Background: an optimization exercise with open tools, aiming at small area, a short achievable clock period and few clock cycles per item. Do not read the settings as production practice.
In this exercise RTL edits were held to simulation tests only and were not proved equivalent to the original.
The clock port is modelled as an ideal driver, which makes a skipped or thinned clock tree look cheaper than it is; a real chip needs a root buffer or a tree.
No activity file was given, so power comes from the tool's default toggle rates.

## run 1
// Encoder
module Encoder(clk, reset, start, p_text, m_key, done, c_text);
    input clk, reset, start;
    input wire [63:0] p_text;
    input wire [79:0] m_key;
    output reg done;
    output wire [63:0] c_text;
    reg [63:0] t;
    reg [79:0] k;
    reg [4:0]  cnt;
    reg        busy;
    reg [1:0]  busy_k;
    reg [5:0]  idle_r;
    genvar i;
    wire [79:0] w = {k[66:0], k[79:67]};
    reg  [3:0] ks;
    wire [3:0] ksd;
    wire [4:0] rcx;
    generate for (i = 0; i < 5; i = i + 1) begin : rc
        C_xor2 u (.A(cnt[i]), .B(w[59+i]), .X(rcx[i]));
    end endgenerate
    wire [79:0] g = {w[79:64], rcx, w[58:4], ks};
    wire [79:0] kd;
    SBox uk (.x(kd[70:67]), .y(ksd));
    generate for (i = 0; i < 80; i = i + 1) begin : km
        wire n0, n1;
        C_nand2 u0 (.A(g[i]), .B(busy_k[i%2]), .Y(n0));
        C_nand2 u1 (.A(m_key[i]), .B(idle_r[i%2]), .Y(n1));
        C_nand2 u2 (.A(n0), .B(n1), .Y(kd[i]));
    end endgenerate
    wire [63:0] pn, y;
    generate for (i = 0; i < 64; i = i + 1) begin : yk
        C_nand2 u0 (.A(p_text[i]), .B(idle_r[2+i%2]), .Y(pn[i]));
        C_xnor2 u1 (.A(kd[i]), .B(pn[i]), .Y(y[i]));
    end endgenerate
    wire [63:0] b;
    generate for (i = 0; i < 16; i = i + 1) begin : sb
        SBoxG u (.x(t[4*i+3:4*i]), .enn(idle_r[4+i%2]), .y(b[4*i+3:4*i]));
    end endgenerate
    wire [63:0] c, d;
    generate for (i = 0; i < 4; i = i + 1) begin : sh
        assign c[16*i+15:16*i] = {b[16*i+7:16*i+4], b[16*i+3:16*i],
                                  b[16*i+15:16*i+12], b[16*i+11:16*i+8]};
    end endgenerate
    assign d[15:0]  = {c[14:0],  c[15]};
    assign d[31:16] = {c[27:16], c[31:28]};
    assign d[47:32] = {c[40:32], c[47:41]};
    assign d[63:48] = {c[54:48], c[63:55]};
    wire [63:0] tn;
    wire [15:0] e2, e1, a3, a0;
    generate for (i = 0; i < 16; i = i + 1) begin : mx
  ...
Size in the first run: ~160 flip-flops, roughly 8500 um^2 of cells after synthesis.
==> flow/config.mk <==
export PLATFORM = sky130hd
export DESIGN_NAME = Encoder
export DESIGN_NICKNAME = Encoder
export VERILOG_FILES = /design/flow/design.v
export SDC_FILE = /design/flow/constraint.sdc
export NUM_CORES = 4
export LEC_CHECK = 0
export CAP_MARGIN = 20
export CORE_MARGIN = 2
export CORE_UTILIZATION = 40
export SETUP_SLACK_MARGIN = 1.95
export SLEW_MARGIN = 20
export SYNTH_HIERARCHICAL = 1
==> flow/constraint.sdc <==
create_clock -name core_clock -period 3.5 [get_ports {clk}]
set_input_delay 0.7000 -clock core_clock [delete_from_list [all_inputs] [get_ports {clk}]]
set_output_delay 0.7000 -clock core_clock [all_outputs]
set_load 0.01 [all_outputs]
standard.sh (not shown) runs the stock make flow with config.mk's settings and CLKGATE_MAP_FILE= SYNTH_SCRIPT=/design/flow/synth_recipe.tcl, a recipe that flattens the netlist after the stock synthesis.
==> flow/flow/run.sh <==
#!/bin/bash
# The standard layout, with plain buf_1 cells as the port buffers and a
# hand-built two-level clock tree (flow/clock_tree.tcl) in place of TritonCTS.
set -uo pipefail
export BUFFER_PORTS_ARGS="-buffer_cell sky130_fd_sc_hd__buf_1"
export PRE_CTS_TCL="$PWD/flow/clock_tree.tcl"
bash standard.sh > standard_flow.log 2>&1
==> flow/flow/clock_tree.tcl <==
# Sourced by ORFS's cts.tcl (PRE_CTS_TCL) after the placed design is loaded:
# builds a two-level clock tree (clock port -> 4 clkbuf_16 -> 8 clkbuf_16 ->
# flip-flops, each last-level buffer serving the flip-flops of one region),
# and replaces TritonCTS for this run.
source [file join [file dirname [info script]] clock_tree_lib.tcl]
manual_clock_tree2 2 2 2 4 sky130_fd_sc_hd__clkbuf_16 sky130_fd_sc_hd__clkbuf_16
set_propagated_clock [all_clocks]
rename clock_tree_synthesis tritoncts_not_used
proc clock_tree_synthesis { args } {
  puts "clock_tree_synthesis skipped: the clock tree was built by flow/clock_tree.tcl"
}
Other scripts of this flow, unchanged in this note and not shown: flow/flow/clock_tree_lib.tcl
Run 1 ended with every stage complete and zero timing, DRC or antenna violations.
Testbench counts of run 1, summed over its fixed seeds: cycles 13,312, items 512.
Input changes introduced in run 2 (baseline for comparison: run 1):
- SETUP_SLACK_MARGIN now 1.93, was 1.95
==> flow/flow/clock_tree.tcl <==
# Sourced by ORFS's cts.tcl (PRE_CTS_TCL) after the placed design is loaded:
# builds a two-level clock tree (clock port -> 4 clkbuf_8 -> 8 clkbuf_16 ->
# flip-flops, each last-level buffer serving the flip-flops of one region),
# and replaces TritonCTS for this run.
source [file join [file dirname [info script]] clock_tree_lib.tcl]
manual_clock_tree2 2 2 2 4 sky130_fd_sc_hd__clkbuf_8 sky130_fd_sc_hd__clkbuf_16
set_propagated_clock [all_clocks]
rename clock_tree_synthesis tritoncts_not_used
proc clock_tree_synthesis { args } {
  puts "clock_tree_synthesis skipped: the clock tree was built by flow/clock_tree.tcl"
}
Results
As far as portion of netlist area occupied by mux cells goes, run 1 and run 2 are indistinguishable; the numbers are identical.
Run 1 ended up with c_text[27] as its critical path capture point; run 2 ended up with t[2]$_DFF_P_.
Run 2 does better than run 1 on via count of the routed design.
Measured against each other, run 2 and run 1 differ in final cell count without fillers, the lower figure coming from run 2.
Input changes introduced in run 3 (baseline for comparison: run 2):
- swapping 1.93 for 1.87 in SETUP_SLACK_MARGIN
==> comparison <==
Compared with run 2, in run 3 met1 wire length neither gained nor lost much, net switching fraction of the power went up by 1.1 points. Combined area of the multi-input logic cells of run 3 falls short of that of run 2 by a few percent. Diff run 2..run 3 | final worst clock skew | negligible. Relative to run 2, setup slack has decreased by 31 ps in run 3. As of run 3, fmax had fallen slightly compared to run 2. Taking run 2 as the reference, in run 3 routed via count divided by cell count fell about 1.4%; total detailed-routing wirelength went down 1000 um. Diff run 3 and run 2: combinational power lower in run 3.
#### Input delta (run 4 over run 3)
- SETUP_SLACK_MARGIN now 2.0, was 1.87
==> flow/flow/clock_tree.tcl <==
# Sourced by ORFS's cts.tcl (PRE_CTS_TCL) after the placed design is loaded:
# builds a two-level clock tree (clock port -> 4 clkbuf_16 -> 8 clkbuf_16 ->
# flip-flops, each last-level buffer serving the flip-flops of one region),
# and replaces TritonCTS for this run.
source [file join [file dirname [info script]] clock_tree_lib.tcl]
manual_clock_tree2 2 2 2 4 sky130_fd_sc_hd__clkbuf_16 sky130_fd_sc_hd__clkbuf_16
set_propagated_clock [all_clocks]
rename clock_tree_synthesis tritoncts_not_used
proc clock_tree_synthesis { args } {
  puts "clock_tree_synthesis skipped: the clock tree was built by flow/clock_tree.tcl"
}
Findings:
- Looking at total non-filler cell area in the finished layout across both flows, run 4 is the weaker of the two, with run 3 ahead.
- Diff run 3 and run 4: number of nets in the layout higher in run 4
- Diff run 3 -> run 4 | global-route track usage on met1 | increase of 1.5 points
- Diff run 3 -> run 4 | clock power | increase of about 10%
- Delay contributed by the slowest stage of the critical path across run 3 and run 4: no real change.
- Side by side, post-route worst setup slack turned out higher in run 4 than in run 3.
Changes in run 5 relative to run 4:
- changing SETUP_SLACK_MARGIN from 2.0 to 1.9
### Flow results
- NOTE cell area run 4->run 5 decreased by more than 10%
- Run 5 ends up with a worst setup slack that is 15 ps higher than in run 4.
- Run 5 against run 4: clock skew after layout did not really move; routed wire length fell by 11%; routed via count went down by about 7%.
- Global-route wire length before repair for run 5: about 10% down relative to run 4
- Run 5 vs. run 4: total power has decreased, post-route minimum period decreased by 15 ps relative to the old numbers.
- Comparing run 5 and run 4, the lower combinational cell fraction of total power is on run 5.
No run of this note takes its clock network from TritonCTS; it comes from the design's own scripts or RTL.

---

Another version of the RTL of Encoder (not shown whole).
Size in the first run: ~1100 cells after synthesis, about 210 I/O pins, roughly 7900 um2 of cells after synthesis.
Design Encoder, start of the top module:
module Encoder(clk, reset, start, p_text, m_key, done, c_text);
==> flow/config.mk <==
export PLATFORM = sky130hd
export DESIGN_NAME = Encoder
export DESIGN_NICKNAME = Encoder
export VERILOG_FILES = /design/flow/design.v
export SDC_FILE = /design/flow/constraint.sdc
export NUM_CORES = 4
export LEC_CHECK = 0
export CAP_MARGIN = 20
export CORE_MARGIN = 2
export CORE_UTILIZATION = 40
export SETUP_SLACK_MARGIN = 2.2
export SLEW_MARGIN = 20
export SYNTH_HIERARCHICAL = 1
==> flow/constraint.sdc <==
create_clock -name core_clock -period 3.5 [get_ports {clk}]
set_input_delay 0.7000 -clock core_clock [delete_from_list [all_inputs] [get_ports {clk}]]
set_output_delay 0.7000 -clock core_clock [all_outputs]
set_load 0.01 [all_outputs]
run.sh (not shown) runs the stock make flow with config.mk's settings and CLKGATE_MAP_FILE= SYNTH_SCRIPT=/design/flow/synth_recipe.tcl, a recipe that flattens the netlist after the stock synthesis.
Stock flow here: none of the scripts above is used.
Testbench counts at the start, summed over its fixed seeds: cycles 13,312, items 512.
Rerun with:
==> flow/flow/run.sh (new file) <==
#!/bin/bash
# The standard layout, with plain buf_1 cells as the port buffers.
set -uo pipefail
export BUFFER_PORTS_ARGS="-buffer_cell sky130_fd_sc_hd__buf_1"
bash standard.sh > standard_flow.log 2>&1
==> flow/standard.sh (new file) <==
#!/bin/bash
# synth_recipe.tcl (not shown) runs the flow's synth.tcl, then flattens the netlist and writes it again
# the make line also repeats each setting of config.mk as NAME=value (left out here)
make -C /OpenROAD-flow-scripts/flow DESIGN_CONFIG=/design/flow/config.mk WORK_HOME=/design/flow/orfs CLKGATE_MAP_FILE= SYNTH_SCRIPT=/design/flow/synth_recipe.tcl "${@:-finish}"
Settings changed: SETUP_SLACK_MARGIN 2.2 to default.
removed: flow/run.sh
Effect: Sequential share of layout area went up by 9.3 points; combinational power shrinks by well over a third; design area went down by a quarter to a third; final cell count came out lower by a little under a tenth.
Rerun with:
==> flow/run.sh (new file) <==
#!/bin/bash
# synth_recipe.tcl (not shown) runs the flow's synth.tcl, then flattens the netlist and writes it again
# the make line also repeats each setting of config.mk as NAME=value (left out here)
make -C /OpenROAD-flow-scripts/flow DESIGN_CONFIG=/design/flow/config.mk WORK_HOME=/design/flow/orfs CLKGATE_MAP_FILE= SYNTH_SCRIPT=/design/flow/synth_recipe.tcl finish
Settings changed: SETUP_SLACK_MARGIN from default to 1.5.
removed: flow/flow/run.sh
removed: flow/standard.sh
The new run passed the timing, design-rule and antenna checks.
Count of clock-buffer cells in the layout shrinks by 5.
Design area grows by 14%.
Flip-flop and latch count stays the same.
Core utilization grows by 7.1 points.
Via count shrinks by 0.55%.
Power grows by 4.3%.
Sequential power is about the same.

---

Setup of garnet:
The RTL this note starts from:
==> flow/design.v <==
`timescale 1ns / 1ps
module Encoder(clk, reset, start, p_text, m_key, done, c_text);
    input clk, reset, start;
    input wire [63:0] p_text;
    input wire [79:0] m_key;
    output reg done;
    output wire [63:0] c_text;
    reg [63:0] t;
    reg [79:0] k;
    reg [4:0]  cnt;
    reg        busy;
    reg [3:0]  busy_k;
    reg [5:0]  idle_r;
    genvar i;
    wire [79:0] w = {k[66:0], k[79:67]};
    wire [3:0] ks;
    SBox uk (.x(w[3:0]), .y(ks));
    wire [4:0] rcx;
    generate for (i = 0; i < 5; i = i + 1) begin : rc
        C_xor2 u (.A(cnt[i]), .B(w[59+i]), .X(rcx[i]));
    end endgenerate
    wire [79:0] g = {w[79:64], rcx, w[58:4], ks};
    wire [79:0] kd;
    generate for (i = 0; i < 80; i = i + 1) begin : km
        wire n0, n1;
        C_nand2 u0 (.A(g[i]), .B(busy_k[i%2]), .Y(n0));
        C_nand2 u1 (.A(m_key[i]), .B(idle_r[i%2]), .Y(n1));
        C_nand2 u2 (.A(n0), .B(n1), .Y(kd[i]));
    end endgenerate
    wire [63:0] pn, y;
    generate for (i = 0; i < 64; i = i + 1) begin : yk
        C_nand2 u0 (.A(p_text[i]), .B(idle_r[2+i%2]), .Y(pn[i]));
        C_xnor2 u1 (.A(kd[i]), .B(pn[i]), .Y(y[i]));
    end endgenerate
    wire [63:0] b;
    generate for (i = 0; i < 16; i = i + 1) begin : sb
        SBoxG u (.x(t[4*i+3:4*i]), .en(busy_k[2+i%2]), .enn(idle_r[4+i%2]), .y(b[4*i+3:4*i]));
    end endgenerate
    wire [63:0] c, d;
    generate for (i = 0; i < 4; i = i + 1) begin : sh
        assign c[16*i+15:16*i] = {b[16*i+7:16*i+4], b[16*i+3:16*i],
                                  b[16*i+15:16*i+12], b[16*i+11:16*i+8]};
    end endgenerate
    assign d[15:0]  = {c[14:0],  c[15]};
    assign d[31:16] = {c[27:16], c[31:28]};
    assign d[47:32] = {c[40:32], c[47:41]};
    assign d[63:48] = {c[54:48], c[63:55]};
    wire [63:0] tn;
    wire [15:0] e2, e1, a3, a0;
    generate for (i = 0; i < 16; i = i + 1) begin : mx
        C_xor2 x0 (.A(d[32+i]), .B(d[i]),    .X(e2[i]));
        C_xor2 x1 (.A(d[48+i]), .B(d[16+i]), .X(e1[i]));
        C_xor2 x2 (.A(d[48+i]), .B(y[48+i]), .X(a3[i]));
        C_xor2 x3 (.A(d[i]),    .B(y[i]),    .X(a0[i]));
        C_xor2 x4 (.A(a3[i]),   .B(e2[i]),   .X(tn[48+i]));
        C_xor2 x5 (.A(e2[i]),   .B(y[32+i]), .X(tn[32+i]));
        C_xor2 x6 (.A(e1[i]),   .B(y[16+i]), .X(tn[16+i]));
        C_xor2 x7 (.A(a0[i]),   .B(e1[i]),   .X(tn[i]));
    end endgenerate
    assign c_text = t;
    integer j;
    always @(posedge clk) begin
        t <= tn;
        k <= kd;
        cnt <= busy ? cnt + 5'd1 : 5'd0;
        for (j = 0; j < 4; j = j + 1)
            busy_k[j] <= !reset && (busy_k[j] ? cnt != 5'd24 : start);
        for (j = 0; j < 6; j = j + 1)
            idle_r[j] <= reset || (idle_r[j] ? !start : cnt == 5'd24);
        if (reset) begin
            busy <= 1'b0;
            done <= 1'b0;
        end else if (!busy) begin
            done <= 1'b0;
            busy <= start;
        end else if (cnt == 5'd24) begin
            busy <= 1'b0;
            done <= 1'b1;
        end
    end
endmodule
module SBoxG(x, en, enn, y);
    input [3:0] x;
    input en, enn;
    output [3:0] y;
    wire _00_;
    wire _01_;
    wire _02_;
    wire _03_;
    wire _04_;
    wire _05_;
    wire _06_;
    wire _07_;
    wire _08_;
    wire _09_;
    wire _10_;
    wire _11_;
    wire _12_;
    wire _13_;
    wire _14_;
    wire _15_;
    wire _16_;
    wire _17_;
    wire _18_;
    C_inv g0 (.A(x[0]), .Y(_00_));
    C_inv g1 (.A(x[2]), .Y(_01_));
    C_inv g2 (.A(x[3]), .Y(_02_));
    C_nand2 g3 (.A(_00_), .B(_02_), .Y(_03_));
    C_nor2 g4 (.A(_01_), .B(_03_), .Y(_04_));
    C_nor2 g5 (.A(_00_), .B(_02_), .Y(_05_));
    C_nor2 g6 (.A(x[1]), .B(x[2]), .Y(_06_));
    C_nand2 g7 (.A(_05_), .B(_06_), .Y(_07_));
    C_o311a g8 (.A1(_05_), .A2(_06_), .A3(_04_), .B1(en), .C1(_07_), .X(y[2]));
    C_nand2 g9 (.A(_01_), .B(_05_), .Y(_08_));
    C_nand2 g10 (.A(x[1]), .B(x[2]), .Y(_09_));
    C_inv g11 (.A(_09_), .Y(_10_));
    C_o21ai g12 (.A1(_03_), .A2(_09_), .B1(en), .Y(_11_));
    C_a31oi g13 (.A1(_08_), .A2(_09_), .A3(_03_), .B1(_11_), .Y(y[1]));
    C_nor2 g14 (.A(_06_), .B(_10_), .Y(_12_));
    C_nor2 g15 (.A(x[0]), .B(_02_), .Y(_13_));
    C_o21ai g16 (.A1(_12_), .A2(_13_), .B1(en), .Y(_14_));
    C_a31oi g17 (.A1(_00_), .A2(x[3]), .A3(_12_), .B1(_14_), .Y(y[0]));
    C_o22ai g18 (.A1(x[2]), .A2(x[3]), .B1(x[1]), .B2(_02_), .Y(_15_));
    C_nand2 g19 (.A(_00_), .B(_15_), .Y(_16_));
    C_or2 g20 (.A(_00_), .B(_15_), .X(_17_));
    C_o21ai g21 (.A1(_02_), .A2(_09_), .B1(en), .Y(_18_));
    C_a31oi g22 (.A1(_09_), .A2(_17_), .A3(_16_), .B1(_18_), .Y(y[3]));
endmodule
module SBox(x, y);
    input [3:0] x;
    output [3:0] y;
    wire _00_;
    wire _01_;
    wire _02_;
    wire _03_;
    wire _04_;
    wire _05_;
    wire _06_;
    wire _07_;
    wire _08_;
    wire _09_;
    wire _10_;
    wire _11_;
    wire _12_;
    wire _13_;
    wire _14_;
    wire _15_;
    C_inv g0 (.A(x[0]), .Y(_15_));
    C_inv g1 (.A(x[2]), .Y(_00_));
    C_inv g2 (.A(x[1]), .Y(_01_));
    C_inv g3 (.A(x[3]), .Y(_02_));
    C_o22ai g4 (.A1(_01_), .A2(_02_), .B1(_00_), .B2(x[3]), .Y(_03_));
    C_nor2 g5 (.A(_00_), .B(_01_), .Y(_04_));
    C_inv g6 (.A(_04_), .Y(_05_));
    C_o22ai g7 (.A1(_02_), .A2(_05_), .B1(_15_), .B2(_03_), .Y(_06_));
    C_a31oi g8 (.A1(_15_), .A2(_05_), .A3(_03_), .B1(_06_), .Y(y[3]));
    C_nor2 g9 (.A(_15_), .B(_02_), .Y(_07_));
    C_nor2 g10 (.A(x[2]), .B(x[1]), .Y(_08_));
    C_nor2 g11 (.A(x[0]), .B(x[3]), .Y(_09_));
    C_nand2 g12 (.A(x[2]), .B(_09_), .Y(_10_));
    C_nor2 g13 (.A(_07_), .B(_08_), .Y(_11_));
    C_a32oi g14 (.A1(x[0]), .A2(x[3]), .A3(_08_), .B1(_10_), .B2(_11_), .Y(y[2]));
    C_a311oi g15 (.A1(x[0]), .A2(x[3]), .A3(_00_), .B1(_04_), .C1(_09_), .Y(_12_));
    C_a31oi g16 (.A1(_15_), .A2(_02_), .A3(_04_), .B1(_12_), .Y(y[1]));
    C_nor2 g17 (.A(_04_), .B(_08_), .Y(_13_));
    C_nor2 g18 (.A(x[0]), .B(_02_), .Y(_14_));
    C_xor2 g19 (.A(_13_), .B(_14_), .X(y[0]));
endmodule
module C_a311oi(A1, A2, A3, B1, C1, Y);
    input A1, A2, A3, B1, C1;
    output Y;
    assign Y = (~A1&~B1&~C1) | (~A2&~B1&~C1) | (~A3&~B1&~C1);
endmodule
module C_a31oi(A1, A2, A3, B1, Y);
    input A1, A2, A3, B1;
    output Y;
    assign Y = (~A1&~B1) | (~A2&~B1) | (~A3&~B1);
endmodule
module C_a32oi(A1, A2, A3, B1, B2, Y);
    input A1, A2, A3, B1, B2;
    output Y;
    assign Y = (~A1&~B1) | (~A1&~B2) | (~A2&~B1) | (~A3&~B1) | (~A2&~B2) | (~A3&~B2);
endmodule
module C_inv(A, Y);
    input A;
    output Y;
    assign Y = (~A);
endmodule
module C_nand2(A, B, Y);
    input A, B;
    output Y;
    assign Y = (~A) | (~B);
endmodule
module C_nor2(A, B, Y);
    input A, B;
    output Y;
    assign Y = (~A&~B);
endmodule
module C_o21ai(A1, A2, B1, Y);
    input A1, A2, B1;
    output Y;
    assign Y = (~A1&~A2) | (~B1);
endmodule
module C_o22ai(A1, A2, B1, B2, Y);
    input A1, A2, B1, B2;
    output Y;
    assign Y = (~B1&~B2) | (~A1&~A2);
endmodule
module C_o311a(A1, A2, A3, B1, C1, X);
    input A1, A2, A3, B1, C1;
    output X;
    assign X = (A1&B1&C1) | (A2&B1&C1) | (A3&B1&C1);
endmodule
module C_or2(A, B, X);
    input A, B;
    output X;
    assign X = (A) | (B);
endmodule
module C_xnor2(A, B, Y);
    input A, B;
    output Y;
    assign Y = (~A&~B) | (A&B);
endmodule
module C_xor2(A, B, X);
    input A, B;
    output X;
    assign X = (A&~B) | (~A&B);
endmodule
==> flow/config.mk <==
export PLATFORM = sky130hd
export DESIGN_NAME = Encoder
export DESIGN_NICKNAME = Encoder
export VERILOG_FILES = /design/flow/design.v
export SDC_FILE = /design/flow/constraint.sdc
export NUM_CORES = 4
export LEC_CHECK = 0
export CAP_MARGIN = 20
export CORE_MARGIN = 2
export CORE_UTILIZATION = 40
export SETUP_SLACK_MARGIN = 1.8
export SLEW_MARGIN = 20
export SYNTH_HIERARCHICAL = 1
==> flow/constraint.sdc <==
create_clock -name core_clock -period 3.5 [get_ports {clk}]
set_input_delay 0.7000 -clock core_clock [delete_from_list [all_inputs] [get_ports {clk}]]
set_output_delay 0.7000 -clock core_clock [all_outputs]
set_load 0.01 [all_outputs]
standard.sh (not shown) runs the stock make flow with config.mk's settings and CLKGATE_MAP_FILE= SYNTH_SCRIPT=/design/flow/synth_recipe.tcl, a recipe that flattens the netlist after the stock synthesis.
==> flow/flow/run.sh <==
#!/bin/bash
# The standard layout, with plain buf_1 cells as the port buffers and a
# hand-built two-level clock tree (flow/clock_tree.tcl) in place of TritonCTS.
set -uo pipefail
export BUFFER_PORTS_ARGS="-buffer_cell sky130_fd_sc_hd__buf_1"
export PRE_CTS_TCL="$PWD/flow/clock_tree.tcl"
bash standard.sh > standard_flow.log 2>&1
==> flow/flow/clock_tree.tcl <==
# Sourced by ORFS's cts.tcl (PRE_CTS_TCL) after the placed design is loaded:
# builds a two-level clock tree (clock port -> 2 clkbuf_16 -> 8 clkbuf_16 ->
# flip-flops, each last-level buffer serving the flip-flops of one region),
# and replaces TritonCTS for this run.
source [file join [file dirname [info script]] clock_tree_lib.tcl]
manual_clock_tree2 1 2 2 4 sky130_fd_sc_hd__clkbuf_16 sky130_fd_sc_hd__clkbuf_16
set_propagated_clock [all_clocks]
rename clock_tree_synthesis tritoncts_not_used
proc clock_tree_synthesis { args } {
  puts "clock_tree_synthesis skipped: the clock tree was built by flow/clock_tree.tcl"
}
Other scripts of this flow, unchanged in this note and not shown: flow/flow/clock_tree_lib.tcl
Testbench counts of garnet, summed over its fixed seeds: cycles 13,312, items 512.
--- input diff garnet..lagoon ---
==> flow/flow/clock_tree.tcl <==
# Sourced by ORFS's cts.tcl (PRE_CTS_TCL) after the placed design is loaded:
# builds a two-level clock tree (clock port -> 4 clkbuf_16 -> 8 clkbuf_16 ->
# flip-flops, each last-level buffer serving the flip-flops of one region),
# and replaces TritonCTS for this run.
source [file join [file dirname [info script]] clock_tree_lib.tcl]
manual_clock_tree2 2 2 2 4 sky130_fd_sc_hd__clkbuf_16 sky130_fd_sc_hd__clkbuf_16
set_propagated_clock [all_clocks]
rename clock_tree_synthesis tritoncts_not_used
proc clock_tree_synthesis { args } {
  puts "clock_tree_synthesis skipped: the clock tree was built by flow/clock_tree.tcl"
}
Results
lagoon vs garnet on power density of the placed cells: lagoon is the higher one. Between lagoon and garnet, the difference in routed wire length is negligible. Between lagoon and garnet, it is lagoon whose power after layout is higher, by 0.91%. [lagoon] worst hold slack fell 0.0052 ns relative to garnet. lagoon vs. garnet: global-route usage comparable; CTS clock-pin slew for the worst setup and hold paths comparable.
In every run of this note, the design's own scripts or RTL, not TritonCTS, make the clock network.

port drivers added, routing unchanged:
No port has a modelled driver above. Below, the same layouts with a new extraction and two added sets of constraints. Step 1, drivers: a clkbuf_16 drives clk and a buf_2 each remaining input, both assumed. Step 2 also shifts input and output timing later by t, the mid clock arrival at the registers, as if the neighbouring blocks saw the same clock. a / b / c = ideal ports / drivers / drivers and shift; a / b = the first two.
| run | shift t [ns] | setup WS [ns] | hold WS [ns] | worst register clock-pin slew, ns |
|---|---|---|---|---|
| run 1 | 0.376 | 1.946 / 1.851 / 1.850 | 0.428 / 0.428 / 0.428 | 0.09 / 0.09 |
| run 2 | 0.368 | 1.924 / 1.846 / 1.833 | 0.426 / 0.426 / 0.426 | 0.09 / 0.09 |
| run 3 | 0.366 | 1.892 / 1.812 / 1.830 | 0.424 / 0.424 / 0.424 | 0.09 / 0.09 |
| run 4 | 0.379 | 1.903 / 1.811 / 1.700 | 0.431 / 0.431 / 0.431 | 0.09 / 0.09 |
| run 5 | 0.372 | 1.918 / 1.824 / 1.810 | 0.424 / 0.424 / 0.424 | 0.09 / 0.09 |
| the first run of note 2 | 0.470 | 1.693 / 1.693 / 1.488 | 0.425 / 0.425 / 0.425 | 0.07 / 0.07 |
| the second run of note 2 | 0.466 | 1.215 / 1.215 / 1.215 | 0.426 / 0.426 / 0.426 | 0.06 / 0.06 |
| the third run of note 2 | 0.475 | 1.598 / 1.550 / 1.404 | 0.426 / 0.426 / 0.426 | 0.07 / 0.07 |
| garnet | 0.369 | 1.819 / 1.761 / 1.761 | 0.427 / 0.427 / 0.427 | 0.09 / 0.09 |
| lagoon | 0.373 | 1.831 / 1.748 / 1.713 | 0.422 / 0.422 / 0.422 | 0.09 / 0.09 |
After both steps setup and hold are still met in every run listed. The setup slack of the first run of note 2, which loses most, moves by 0.000 ns with the drivers and by -0.205 ns with both steps.
